Source: an optimization exercise on an open RTL-to-GDS flow (aim: small area). Production flows keep margins and buffers that such runs may drop. The RTL was checked by simulation tests, not by an equivalence proof against the original design. Power and IR drop assume default switching activity.

<file path="flow/design.v">
module topLevel (input start, stop, clr, countDown, timeSet, lap, clk, reset, output [3:0] an, output [0:6] seg, output dp, output [2:0] stateOut);
	wire enable, up, resetCount, slow_clk, flashing, flashState, lapState, manualTrigger, fastish_clk;
	wire [3:0] mins, tens, ones, tenths;
	controller ctrl( enable, up, resetCount, flashState, lapState, manualTrigger, start, stop, clr, countDown, timeSet, lap, clk, reset, flashing, stateOut);
	counter cnt(mins, tens, ones, tenths, flashing, enable, up, resetCount, manualTrigger, slow_clk , fastish_clk, clk, reset);
	display disp(seg, an, dp, mins, tens, ones, tenths, clk, reset, flashState, lapState);
	clk_div clockDivider(clk, reset, slow_clk, fastish_clk);
endmodule
module controller ( enable, up, resetCount, flashState, lapState, manualTrigger, start, stop, clr, countDown, timeSet, lap, clk, reset, flashing, stateOut);
	output enable, up, resetCount, flashState, lapState , manualTrigger;
	input start, stop, clr, countDown, timeSet, lap, clk, reset, flashing;
	output [2:0] stateOut;
	reg [2:0] presentState, nextState;
	parameter Zero = 3'b000, CntUp = 3'b001, CntDwn = 3'b010, HoldDisp = 3'b011, Flash = 3'b100, Lap = 3'b110, TimeJog = 3'b111;
	always @(posedge clk or posedge reset)
		if(reset) presentState <= Zero;
		else presentState <= nextState;
	always @(start, stop, clr, countDown, timeSet, lap, presentState, flashing) begin
		case (presentState)
			Zero: nextState = timeSet ? TimeJog : (start ? (countDown ? CntDwn : CntUp) : Zero);  
			CntUp: nextState = flashing ? Flash: (lap ? Lap: ( stop ? HoldDisp : CntUp));  
			CntDwn: nextState = flashing ? Flash: ( stop ? HoldDisp : CntDwn);  
			HoldDisp: nextState = clr ? Zero : (timeSet ? TimeJog : ((start ? (countDown ? CntDwn : CntUp) : HoldDisp))); 
			Flash: begin	if( start | stop) nextState = start ? (countDown ? CntDwn : CntUp) : Zero; 
					else nextState = Flash; end
			Lap: nextState = start ? (countDown ? CntDwn : CntUp): Lap;
			TimeJog: nextState = timeSet ? TimeJog : HoldDisp;
			default: nextState = Zero;
		endcase
	end
	assign enable = presentState == Zero | presentState == CntDwn | presentState == CntUp | presentState == Lap | (presentState == TimeJog & start);
	assign up = (presentState == CntUp) | (presentState == HoldDisp & ~countDown) | (presentState == Lap & ~countDown) | (presentState == TimeJog & ~countDown);
	assign resetCount = (presentState == Zero) | presentState == Flash;
	assign flashState = (presentState == Flash);
	assign lapState = presentState == Lap;
	assign stateOut = presentState; 
	assign manualTrigger = (presentState == TimeJog) & start;
endmodule
module counter(mins, tens, ones, tenths, flashTrue, enable, up, resetCount, manualTrigger, slow_clk, fastish_clk, clk, rst);
	output [3:0] mins, tens, ones, tenths;
	output flashTrue;
	input  enable, up, resetCount, manualTrigger, fastish_clk, slow_clk, clk, rst;
	wire tenthsUpEn, tenthsDwnEn;
	wire onesUpEn, onesDwnEn, onesEnable;
	wire tensUpEn, tensDwnEn, tensEnable;
	wire minsEnable;
	wire tenthsRollover, minsRollover;
	wire internalClock;
	assign internalClock = manualTrigger ? fastish_clk : slow_clk;
	count tenthsCount (tenths, clk, rst, internalClock, resetCount, enable, up, tenthsUpEn, tenthsDwnEn, tenthsRollover);
	count onesCount (ones, clk, rst, internalClock, resetCount, onesEnable, up, onesUpEn, onesDwnEn,);
	count5 tensCount (tens, clk, rst, internalClock, resetCount, tensEnable, up, tensUpEn, tensDwnEn);
	count minsCount (mins, clk, rst, internalClock, resetCount, minsEnable, up, , ,minsRollover);  
	assign onesEnable = (resetCount && enable) || tenthsUpEn || tenthsDwnEn;
	assign tensEnable = (resetCount && enable) || onesUpEn || onesDwnEn;
	assign minsEnable = (resetCount && enable) || tensUpEn || tensDwnEn;
	assign flashTrue = ((tenthsRollover  & mins == 0  & tens == 0 & ones == 0 & tenths == 0 & ~up) | (minsRollover & mins == 9 & tens == 5 & ones == 9 & tenths==9 & up)) & enable;
endmodule
module count(cnt,clk,rst,tick,clr,en,up,upen,bken, rollover);
	output [3:0] cnt;
	output       upen, bken;
	output reg rollover;
	input        clk, rst, tick, clr, en, up;
	reg    [3:0] cnt, ncnt;
	always @(posedge clk or posedge rst)
	begin
		if(rst)
			cnt <= 0;
		else if(tick && en)  
			if(clr)
				cnt <=  0;  
			else
				cnt <= ncnt;  
		else
			cnt <= cnt; 
	end
	always @(cnt or up)
	begin
		if(up)begin
			rollover = cnt == 9 ? 1'b1 : 1'b0;
			ncnt=(cnt==9) ? 0 : cnt+1;
		end else begin
			rollover = cnt == 0 ? 1'b1 : 1'b0;
			ncnt=(cnt==0) ? 9 : cnt-1;
		end
	end
	assign upen = (cnt==9) && up && en;
	assign bken = (cnt==0) && !up && en;
endmodule
module count5(cnt,clk,rst,tick,clr,en,up,upen,bken);
	output [3:0] cnt;
	output       upen, bken;
	input        clk, rst, tick, clr, en, up;
	reg    [3:0] cnt, ncnt;
	always @(posedge clk or posedge rst)
	begin
		if(rst)
			cnt <= 0;
		else if(tick && en)
			if(clr)
				cnt <= 0;
			else
				cnt <= ncnt;
		else
			cnt <= cnt;
	end
	always @(cnt or up)
	begin
		if(up)
			ncnt=(cnt==5) ? 0 : cnt+1;
		else
			ncnt=(cnt==0) ? 5 : cnt-1;
	end
	assign upen = (cnt==5) && up && en;
	assign bken = (cnt==0) && !up && en;
endmodule
module display (sevenSeg, displaySelect, decimal, mins, tens, ones, tenths, clk, reset, flashState, lapState);
	output [6:0] sevenSeg;
	output [3:0] displaySelect;
	output decimal;
	input [3:0] mins, tens, ones, tenths;
	input clk, reset, flashState, lapState;
	wire [3:0] hexVal;
	wire [3:0] blankDisp; 
	reg [10:0] clk_div_cnt;
	reg [3:0] minsHold, tensHold, onesHold, tenthsHold;
	reg [3:0] minsLast, tensLast, onesLast, tenthsLast;
	always @(posedge clk)
	   if (!lapState) begin
	       minsLast <= mins;
	       tensLast <= tens;
	       onesLast <= ones;
	       tenthsLast <= tenths;
	   end
	always @(*)
	   if (lapState) begin
	       minsHold =  minsLast;
	       tensHold =  tensLast;
	       onesHold =  onesLast;
	       tenthsHold =  tenthsLast;
	   end
	   else begin 
	       minsHold = mins;
	       tensHold = tens;
	       onesHold = ones;
	       tenthsHold = tenths;
        end
	always @(posedge clk or posedge reset)
	   if (reset) clk_div_cnt <= 0;
	   else clk_div_cnt <= clk_div_cnt + 1;
	assign blankDisp = flashState ? ((clk_div_cnt[10] == 1) ? 4'b1111: 4'b0000) : 4'b0000; 
	Mux4Machine #(.NUMSVAR(6)) mux (hexVal, displaySelect, minsHold, tensHold, onesHold, tenthsHold, clk, reset, blankDisp);
	sevenseghexdecoder decode (sevenSeg, hexVal, flashState);
	assign decimal = ~((displaySelect == 4'b0111) | (displaySelect == 4'b1101));
endmodule
module Mux4Machine(muxd,adrive,A,B,C,D,clk,reset,blank);
  output [3:0] muxd;  
  output [3:0] adrive;   
  input  [3:0] A,B,C,D,blank;
  input        clk,reset;
  reg    [3:0] muxd, adrive;
  parameter NUMSVAR=20;
  reg    [NUMSVAR:1] nS, S;  
  always @(posedge clk)
    if (reset) S <= 0;
    else  S <= nS;
  always @(S)
    nS = S + 1;
  always @(S[NUMSVAR:NUMSVAR-1] or A or B or C or D or blank)
  begin
    case(S[NUMSVAR:NUMSVAR-1])
        2'b11: begin muxd=A; adrive=(!blank[3] ? 4'b0111 : 4'b1111); end
        2'b10: begin muxd=B; adrive=(!blank[2] ? 4'b1011 : 4'b1111); end
        2'b01: begin muxd=C; adrive=(!blank[1] ? 4'b1101 : 4'b1111); end
        2'b00: begin muxd=D; adrive=(!blank[0] ? 4'b1110 : 4'b1111); end
        default: begin muxd=A; adrive=4'b1111; end
    endcase
  end
endmodule
module sevenseghexdecoder(Seg, HexVal, flashState);
	output [0:6] Seg;
	input [3:0] HexVal;
	input flashState;
	reg [0:6] Seg;
	always @(*)
	begin
	   if (~flashState)
            case (HexVal)
                4'h0:	Seg = 7'b000_0001;  
                4'h1:	Seg = 7'b100_1111;
                4'h2:	Seg = 7'b001_0010;
                4'h3:	Seg = 7'b000_0110;
                4'h4:	Seg = 7'b100_1100;
                4'h5:	Seg = 7'b010_0100;
                4'h6:	Seg = 7'b010_0000;
                4'h7:	Seg = 7'b000_1111;
                4'h8:	Seg = 7'b000_0000;
                4'h9:	Seg = 7'b000_0100;
                4'hA:	Seg = 7'b000_1000;
                4'hB:	Seg = 7'b110_0000;
                4'hC:	Seg = 7'b011_0001;
                4'hD:	Seg = 7'b100_0010;
                4'hE:	Seg = 7'b011_0000;
                4'hF:	Seg = 7'b011_1000;	
                default: Seg = 7'b111_1111;  
            endcase
          else Seg = 7'b000_0001;
	end
endmodule
module clk_div(input clk, rst, output clk_divide, faster_clk_divide);
	reg [9:0] clk_cnt;
	wire [9:0] next_cnt;
	always @(posedge clk, posedge rst)
		if (rst) clk_cnt <= 10'd0;
		else clk_cnt <= next_cnt;
	assign next_cnt = (clk_cnt == 10'd610) ? 10'd0 : clk_cnt + 10'd1;  
	assign clk_divide = ~clk_cnt[9] & next_cnt[9];  
	assign faster_clk_divide = ~clk_cnt[7] & next_cnt[7];
endmodule
</file>
<file path="flow/run.sh">
#!/bin/bash
# synth_recipe.tcl (not shown) runs the flow's synth.tcl, then flattens the netlist and writes it again
# the make line also repeats each setting of config.mk as NAME=value (left out here)
make -C /OpenROAD-flow-scripts/flow DESIGN_CONFIG=/design/flow/config.mk WORK_HOME=/design/flow/orfs CLKGATE_MAP_FILE= SYNTH_SCRIPT=/design/flow/synth_recipe.tcl finish
</file>
<file path="flow/config.mk">
export PLATFORM = sky130hd
export DESIGN_NAME = topLevel
export DESIGN_NICKNAME = topLevel
export VERILOG_FILES = /design/flow/design.v
export SDC_FILE = /design/flow/constraint.sdc
export NUM_CORES = 4
export LEC_CHECK = 0
export CAP_MARGIN = 20
export CORE_MARGIN = 2
export CORE_UTILIZATION = 40
export SLEW_MARGIN = 20
</file>
<file path="flow/constraint.sdc">
create_clock -name core_clock -period 6.0 [get_ports {clk}]
set_input_delay 1.2000 -clock core_clock [delete_from_list [all_inputs] [get_ports {clk}]]
set_output_delay 1.2000 -clock core_clock [all_outputs]
set_load 0.01 [all_outputs]
</file>
==> run notes <==
per-layer routing:
metal  vias up  track usage  share of wire
met5         -            0              0
met4         0       0.0461          0.018
met3        17       0.0519          0.039
met2        62        0.271           0.47
met1      1678        0.239           0.48
li1       1705            -              -
final cells by class:
class	instances	area [µm²]	area share
multi-input combinational	360	2480	0.540
inverter	17	63.8	0.0139
clock inverter	4	28.8	0.00627
tap	136	170	0.0371
sequential	62	1440	0.314
clock buffer	12	165	0.0360
timing repair buffer	25	243	0.0529
worst min-delay path by stage:
stage	startpoint	cells after the start	slack, ns	end
2_1_floorplan	disp.mux.S[1]	1	0.41	disp.mux.S[1]
3_3_place_gp	disp.tenthsLast[0]	2	0.42	disp.tenthsLast[0]
3_5_place_dp	disp.tenthsLast[1]	2	0.43	disp.tenthsLast[1]
4_1_cts	disp.tenthsLast[1]	2	0.44	disp.tenthsLast[1]
5_1_grt	disp.tenthsLast[3]	2	0.46	disp.tenthsLast[3]
6_report	disp.minsLast[0]	2	0.44	disp.minsLast[0]
kinds of logic (layout without fill, tap and decap cells):
logic type / Yosys count / after routing / synth area share
DFF: 62 / 62 / 0.350
muxes: 31 / 31 / 0.0992
AOI/OAI and AO/OA: 107 / 107 / 0.175
buffers and inverters: 45 / 58 / 0.0498
and+or+nand+nor: 182 / 182 / 0.225
adders and majority gates: 17 / 17 / 0.0516
xor gates and xnor gates: 23 / 23 / 0.0489
where the power goes:
group | internal (mW) | switching, mW | total [mW]
sequential | 0.432 | 0.0366 | 0.468
clock | 0.184 | 0.172 | 0.356
combinational | 0.163 | 0.288 | 0.452
registers in the layout, indices dropped and copies added, names as in the netlist:
name and cells:
disp.tenthsLast 4, cnt.minsCount.cnt 4, disp.tensLast 4, disp.mux.S 6, disp.clk_div_cnt 11, cnt.tensCount.cnt 4
ctrl.presentState 3, clockDivider.clk_cnt 10, disp.minsLast 4, cnt.onesCount.cnt 4, disp.onesLast 4, cnt.tenthsCount.cnt 4
Yosys cell counts, types with 8 or more instances:
master,number,share of area
sky130_fd_sc_hd__a21oi_1,19,0.023
sky130_fd_sc_hd__nand3_1,20,0.024
sky130_fd_sc_hd__xnor2_1,16,0.034
sky130_fd_sc_hd__dfxtp_1,22,0.11
sky130_fd_sc_hd__nand4_1,9,0.014
sky130_fd_sc_hd__clkbuf_1,16,0.015
sky130_fd_sc_hd__mux2i_1,15,0.036
sky130_fd_sc_hd__nor2_1,33,0.030
sky130_fd_sc_hd__mux2_2,9,0.025
sky130_fd_sc_hd__dfrtp_1,40,0.24
sky130_fd_sc_hd__ha_1,17,0.052
sky130_fd_sc_hd__o211ai_1,8,0.015
sky130_fd_sc_hd__nand2_1,62,0.056
sky130_fd_sc_hd__a211oi_1,8,0.015
sky130_fd_sc_hd__nor3_1,11,0.013
sky130_fd_sc_hd__inv_1,17,0.015
sky130_fd_sc_hd__o21ai_0,27,0.033
worst max-delay path, delay by kind of cell, from the launching register on:
kind,cells,cell delay (ns)
compound gates,2,0.28
fa+ha+maj,1,0.34
buf+inv,2,0.72
flops,1,0.67
mux,2,0.95
simple gates,2,0.65
stage by stage:
stage	hold WS [ns]	util	instance area [µm²]	std cells
2_1_floorplan	0.408	-	4120	467
3_3_place_gp	0.421	0.431	4390	600
3_5_place_dp	0.430	0.431	4390	600
4_1_cts	0.439	0.450	4590	616
5_1_grt	0.459	0.450	4590	616
6_report	0.435	0.450	4590	616
==> run notes <==
GRT
The leftover overflow at the end of global routing is 0. For this run, the total global-route usage over all layers was measured as 0.175. The first global-routing pass estimated 15600 µm of wire. Entering global routing, the biggest net connects 41 pins.

The via count of the first global-routing pass is 3134. The initial antenna violation count is 0.

Drt
The number of design rule violations left after detail routing is 0. The wire length per cell is around 15 µm. The number of nets with antenna violations after detailed routing is 0. The final layout contains routed wiring with a total length of a little over 9000 µm. Using the TritonRoute via totals, the vias-per-cell ratio works out to 5.62. Summing over every cut layer, the via total after detailed routing is 3462. The length of the first detailed-routing pass in iterations is 5.

The violation count after the first detailed-routing iteration is 204.

Critical path
The count of cells along the worst register-to-register path is 7. Traced cell by cell, the critical path runs through and3b_4 > mux4_2 > mux2i_1 > inv_1 > ha_1 > nor2_1 > a21oi_1 > a211oi_2 > clkdlybuf4s50_1. In this run the worst path has a maximum fanout of 30. Tracing the worst setup path back leads to its startpoint at ctrl.presentState[1]. In this design, the stage delay of the slowest critical-path cell is 0.67 ns.

STA classifies the critical path startpoint as a flip-flop. The cell with the largest stage delay on the worst path is sky130_fd_sc_hd__dfrtp_1. The setup slack on the worst flop-to-flop path is around 3.5 ns. The end of the critical path is seg[3]. The arrival time of the worst setup path is ~4.0 ns. By startpoint and endpoint, the worst setup path is classified as reg2out. In this run the critical register-to-register path is launched from cnt.onesCount.cnt[1]. STA classifies the critical path endpoint as a primary output. The worst register-to-register path ends at cnt.tensCount.cnt[1]. STA puts the critical path data required time at 4.80 ns.

Cells and area
In the layout the commonest cells are sky130_fd_sc_hd__nand2_1 (62), sky130_fd_sc_hd__dfrtp_1 (40), sky130_fd_sc_hd__nor2_1 (33). The number of nets in the layout is 500. After filler insertion, the fill cell instance count of the layout stands at ~1000.

0 antenna diodes ended up in the layout. The area overhead of the layout relative to synthesis is 11.3%. The commonest non-fill, non-tap cell in the layout is sky130_fd_sc_hd__nand2_1. In the final layout, the share of cells above drive strength 1 is 0.0979.

Clocking
The TritonCTS clock tree is yes. In this run the post-CTS setup repair buffer count came out at 0. In this run the number of H-tree levels came out at 3. The buffer levels on the longest clock path is 2.

The total of cells resized after clock tree synthesis is 0. The number of buffers inserted for hold repair after clock tree synthesis is 0. Clock tree synthesis selected as its root buffer the cell sky130_fd_sc_hd__clkbuf_8. Clock latency on the worst-skew pair, taken at its later pin, is 0.36 ns. The clock buffer count from CTS is 9. The clock net sink count is 62. The clock transition time at the flip-flop clock pins of the worst setup and hold paths is around 0.070 ns.

Floorplanning
The die outline height is 106 µm. The area of the placeable core is about 10000 µm². The width of the die is 106 µm. The number of core rows is 37. The die outline area is 11100 µm². The I/O pin count is 23.

The starting density of the core is 0.405.

Yosys
The number of unique standard cell types used by synthesis is 69. The cell area that synthesis handed to floorplanning was 4120 µm². A synthesized cell averages 8.83 µm². The sequential element share of the synthesized area is 0.350. The share of async-settable or async-resettable flops after synthesis is 0.645. The number of synthesized register bits is 62. The cell count after synthesis came out at 467. During synthesis, Yosys emitted a total of 7 warnings. Counting every net in the synthesized netlist gives 492. The top flip-flop cell by instance count after synthesis is sky130_fd_sc_hd__dfrtp_1. Counting flops with a built-in enable in the synthesized netlist gives 0.

Job
The max-capacitance violation count is 0.

Timing
After routing, the total negative slack on setup checks comes to 0 ns. Setup violations remaining at the end of the flow were counted as 0. The top achievable clock speed is 193 MHz.

The count of final hold-check violations came to 0. The transition time at the pin with the least slew margin is 0.858 ns. Clock skew on the completed layout was measured at 0.00678 ns.

The count of final max-slew check failures was 0. The final period demand of the worst path is 5.18 ns. Dividing the final minimum period by the clock period gives 0.863. Measured against its own limit, the worst slew margin works out to 0.426. Setup repair after global routing left no endpoint under its margin. The post-layout worst setup margin is a little over 0.8 ns.

Placement
The post-placement setup slack is 1.21 ns. Input and output buffers added on the ports amount to 22. At the end of routability-driven placement, the weighted congestion stood at 0.890. The post-DP HPWL is 6570 µm.

Power and ir drop
The analysis attributes to cell leakage a power of 1.86 nW. Dividing total power by cell area gives a power density of 278 nW/µm². The worst voltage drop across the vdd grid is around 0.15 mV. The overall power of the completed layout is about 1.3 mW.

Min path
In this run the worst hold path is classified as reg2reg.

Outcome
The run finished with no timing, DRC or antenna violations.

==> re-timing with driven ports <==
Ports are ideal in the flow. The routed layout listed here was re-timed in OpenROAD. Step 1 (the two cells are an assumption about what drives the block):
set clk [get_ports {clk}]
set_driving_cell -lib_cell sky130_fd_sc_hd__clkbuf_16 $clk
set_driving_cell -lib_cell sky130_fd_sc_hd__buf_2 [delete_from_list [all_inputs] $clk]
Step 2, shift: input delay + t, output delay - t, t = (earliest + latest rising clock arrival at the registers) / 2. This alone moves slack from input paths to output paths. a / b / c = ideal ports / drivers / drivers and shift; a / b = the first two.
t (ns): 0.385
slack for setup (ns): 0.824 / 0.793 / 1.178
worst setup path after step 2: register to output
slew at the worst register clock pin (ns): 0.07 / 0.07
pins driven straight from the clock port: 1
After both steps this run still meets setup and hold. The setup slack of this run moves by -0.031 ns with the drivers and by +0.354 ns with both steps.
